This is an optimization exercise on Yosys and OpenROAD, whose aim is small area, not a production implementation. Function was checked by simulation only, so behaviour that the tests miss may differ from the original. The clock input has no modelled driver; a real chip could not lean on it and would need a root buffer or a full tree. Power and IR drop assume default switching activity.

Setup of P:
==> flow/design.v <==
`timescale 1ns / 1ps
module upcounter (
    input i_clk, i_reset,
    output [7:0] o_font,
    output [3:0] o_digit
    );
    reg [1:0] q;
    reg [1:0] s;
    reg h;
    reg [15:0] r;
    wire q_is1 = ~q[1] & q[0];           
    wire q_is3 = q[1] & ~q[0];           
    wire upd = q_is3 & h;                
    wire [3:0] a = {r[1], r[2], r[3], r[4]};
    wire ea = upd & (s == 2'b00);         
    wire [3:0] b = {r[13], r[14], r[15], r[0]};
    wire a9 = (a[1] & ~a[3]);                      
    wire [3:0] w0 = {r[1], r[2], r[3], r[4]};
    wire [3:0] w1 = {r[5], r[6], r[7], r[8]};
    wire [3:0] w2 = {r[9], r[10], r[11], r[12]};
    wire z8 = ~(((w0[3]) | (w0[0])) | ((w1[3]) | (w1[0])));          
    wire z12 = z8 & ~(((w2[3]) | (w2[0])));            
    wire eb = upd & ((s == 2'b00) & a9 | (s == 2'b01) & z8 | (s == 2'b11) & z12);
    wire [3:0] na, nb;
    assign na[0] = (a[0] & ~a[1]) | (a[0] & ~ea) | (a[2] & a[3] & ea);
    assign na[1] = (a[1] & a[3]) | (a[1] & ~ea) | (a[0] & a[3] & ea);
    assign na[2] = (~a[0] & a[2]) | (a[2] & ~ea) | (~a[0] & a[3] & ea);
    assign na[3] = (~a[2] & a[3]) | (a[3] & ~ea) | (~a[2] & ea);
    assign nb[0] = (b[0] & ~b[1]) | (b[0] & ~eb) | (b[2] & b[3] & eb);
    assign nb[1] = (b[1] & b[3]) | (b[1] & ~eb) | (b[0] & b[3] & eb);
    assign nb[2] = (~b[0] & b[2]) | (b[2] & ~eb) | (~b[0] & b[3] & eb);
    assign nb[3] = (~b[2] & b[3]) | (b[3] & ~eb) | (~b[2] & eb);
    always @(posedge i_clk or posedge i_reset) begin
        if (i_reset) begin
            q <= 2'b00;
            s <= 2'd0;
            h <= 1'b0;
            r <= 16'h0000;
        end else begin
            q <= {q[0], ~q[1]};
            if (q_is1) begin
                s <= {s[0], ~s[1]};            
                if (s[1] & ~s[0]) h <= ~h;
            end
            r <= {nb[2], nb[3], r[12:5], na[0], na[1], na[2], na[3], nb[0], nb[1]};
        end
    end
    reg [3:0] sel;
    always @(*) begin
        case (q)    
            2'b00: sel = {r[2], r[3], r[4], r[5]};    
            2'b01: sel = {r[3], r[4], r[5], r[6]};    
            2'b11: sel = {r[0], r[1], r[2], r[3]};    
            default: sel = {r[1], r[2], r[3], r[4]};  
        endcase
    end
    wire [6:0] seg;
    assign seg[0] = (i_reset) | (sel[0] & ~sel[2] & ~sel[3]) | (~sel[0] & ~sel[1] & ~sel[2] & sel[3]);
    assign seg[1] = (sel[0] & sel[3]) | (i_reset);
    assign seg[2] = (i_reset) | (~sel[0] & ~sel[1] & sel[2]);
    assign seg[3] = (~sel[0] & ~sel[2] & sel[3]) | (i_reset) | (sel[0] & ~sel[2] & ~sel[3]);
    assign seg[4] = (sel[0] & ~sel[1]) | (~sel[0] & ~sel[2] & sel[3]) | (i_reset) | (sel[0] & sel[2]);
    assign seg[5] = (~sel[1] & sel[2]) | (~sel[0] & ~sel[2] & sel[3]) | (i_reset);
    assign seg[6] = (~sel[0] & ~sel[2]);
    assign o_font = {1'b1, seg};
    assign o_digit = {~(s == 2'b10), ~(s == 2'b11), ~(s == 2'b01), ~(s == 2'b00)};
endmodule
Settings: LEC_CHECK=0, CAP_MARGIN=20, CORE_AREA=2.5 2.5 61.5 61.5, DIE_AREA=0 0 64 64, PLACE_DENSITY=0.9, SLEW_MARGIN=20; clock period 120.0 ns.
standard.sh (not shown) runs the stock make flow with config.mk's settings and CLKGATE_MAP_FILE= SYNTH_SCRIPT=/design/flow/synth_recipe.tcl, a recipe that flattens the netlist after the stock synthesis.
==> flow/flow/run.sh <==
#!/bin/bash
# Own layout flow: the standard ORFS flow, with
#  - the standard synthesis passes and register names, but an area-oriented ABC script
#    and no half/full-adder extraction (my_synth.tcl keeps the smallest of abc*.abc);
#  - minimum-size port buffers;
#  - a small clock tree: clkbuf_4 leaves driven straight from the clock port (post_cts.tcl).
# Each tool's full output goes to orfs/logs (ORFS) and to flow_*.log here.
set -euo pipefail
W=$(pwd)
F=$W/flow
bash standard.sh \
  ADDER_MAP_FILE= \
  SYNTH_SCRIPT=$F/my_synth.tcl \
  "MY_ABC_SCRIPTS=$(echo $F/abc*.abc)" \
  "BUFFER_PORTS_ARGS=-buffer_cell sky130_fd_sc_hd__buf_1" \
  "CTS_ARGS=-sink_clustering_enable -repair_clock_nets -buf_list sky130_fd_sc_hd__clkbuf_4 -root_buf sky130_fd_sc_hd__clkbuf_4 -sink_clustering_size 30 -sink_clustering_max_diameter 300 -dont_use_dummy_load" \
  POST_CTS_TCL=$F/post_cts.tcl \
  finish > $W/flow_make.log 2>&1
Other scripts of this flow, unchanged in this note and not shown: flow/flow/abc1.abc, flow/flow/abc2.abc, flow/flow/abc3.abc, flow/flow/abc4.abc, flow/flow/abc5.abc, flow/flow/abc6.abc, flow/flow/abc7.abc, flow/flow/abc8.abc, flow/flow/my_synth.tcl, flow/flow/post_cts.tcl
Input-level comparison between Q and P:
-- flow/design.v --
<<< P, line 13
    wire upd = q_is3 & h;                
    wire [3:0] a = {r[1], r[2], r[3], r[4]};
    wire ea = upd & (s == 2'b00);         
    wire [3:0] b = {r[13], r[14], r[15], r[0]};
    wire a9 = (a[1] & ~a[3]);                      
>>> Q, line 13
    wire upd = q_is3 & h;                
    wire [3:0] a = {r[1], r[2], r[3], r[4]};
    wire ea = upd & (s == 2'd0);         
    wire [3:0] b = {r[13], r[14], r[15], r[0]};
    wire a9 = (a[1] & ~a[3]);                      
<<< P, line 21
    wire z8 = ~(((w0[3]) | (w0[0])) | ((w1[3]) | (w1[0])));          
    wire z12 = z8 & ~(((w2[3]) | (w2[0])));            
    wire eb = upd & ((s == 2'b00) & a9 | (s == 2'b01) & z8 | (s == 2'b11) & z12);
    wire [3:0] na, nb;
    assign na[0] = (a[0] & ~a[1]) | (a[0] & ~ea) | (a[2] & a[3] & ea);
>>> Q, line 21
    wire z8 = ~(((w0[3]) | (w0[0])) | ((w1[3]) | (w1[0])));          
    wire z12 = z8 & ~(((w2[3]) | (w2[0])));            
    wire eb = upd & ((s == 2'd0) & a9 | (s == 2'd1) & z8 | (s == 2'd2) & z12);
    wire [3:0] na, nb;
    assign na[0] = (a[0] & ~a[1]) | (a[0] & ~ea) | (a[2] & a[3] & ea);
<<< P, line 36
            s <= 2'd0;
            h <= 1'b0;
            r <= 16'h0000;
        end else begin
            q <= {q[0], ~q[1]};
            if (q_is1) begin
                s <= {s[0], ~s[1]};            
                if (s[1] & ~s[0]) h <= ~h;
            end
            r <= {nb[2], nb[3], r[12:5], na[0], na[1], na[2], na[3], nb[0], nb[1]};
>>> Q, line 36
            s <= 2'd0;
            h <= 1'b0;
            r <= 16'd0;
        end else begin
            q <= {q[0], ~q[1]};
            if (q_is1) begin
                s <= {s[1] ^ s[0], ~s[0]};
                if (s[1] & s[0]) h <= ~h;
            end
            r <= {nb[2], nb[3], r[12:5], na[0], na[1], na[2], na[3], nb[0], nb[1]};
<<< P, line 64
    assign seg[6] = (~sel[0] & ~sel[2]);
    assign o_font = {1'b1, seg};
    assign o_digit = {~(s == 2'b10), ~(s == 2'b11), ~(s == 2'b01), ~(s == 2'b00)};
endmodule
>>> Q, line 64
    assign seg[6] = (~sel[0] & ~sel[2]);
    assign o_font = {1'b1, seg};
    assign o_digit = ~(4'b0001 << s);
endmodule
Findings:
- Looking at the reports, Q completed the entire flow and the layout it produced met the timing, design-rule and antenna checks.
- Per the comparison of Q with P, internal power consumption closely matched the old numbers; placed cell count increased by about 0.7% relative to the old numbers; via count increased by 32 relative to the old numbers.
- Diff Q..P | initial antenna violation count | unchanged
- When Q is measured against P, its cell count turns out 0.67% higher.
- The reported clock group power of P and that of Q are within noise of each other.

afterwards: timing with drivers on the ports:
The results above use ideal ports. As a check the final layouts listed here were re-extracted and re-timed, cells and wires unchanged. Step 1 assumes that a clkbuf_16 drives the clock port and a buf_2 every other input. Step 2 adds t to the input delays and takes it off the output delays; t is the mean of the earliest and latest rising clock arrival at the registers after step 1. Input paths then give back, and output paths get back, about the clock's delay inside the block. Slacks: ideal / step 1 / step 2; pairs: ideal / step 1.
run	t (ns)	setup slack, ns	cell pins on the clock port's net
P	0.190	70.832 / 70.809 / 70.809	1
Q	0.189	70.828 / 70.805 / 70.805	1
After both steps every run listed still meets setup and hold.
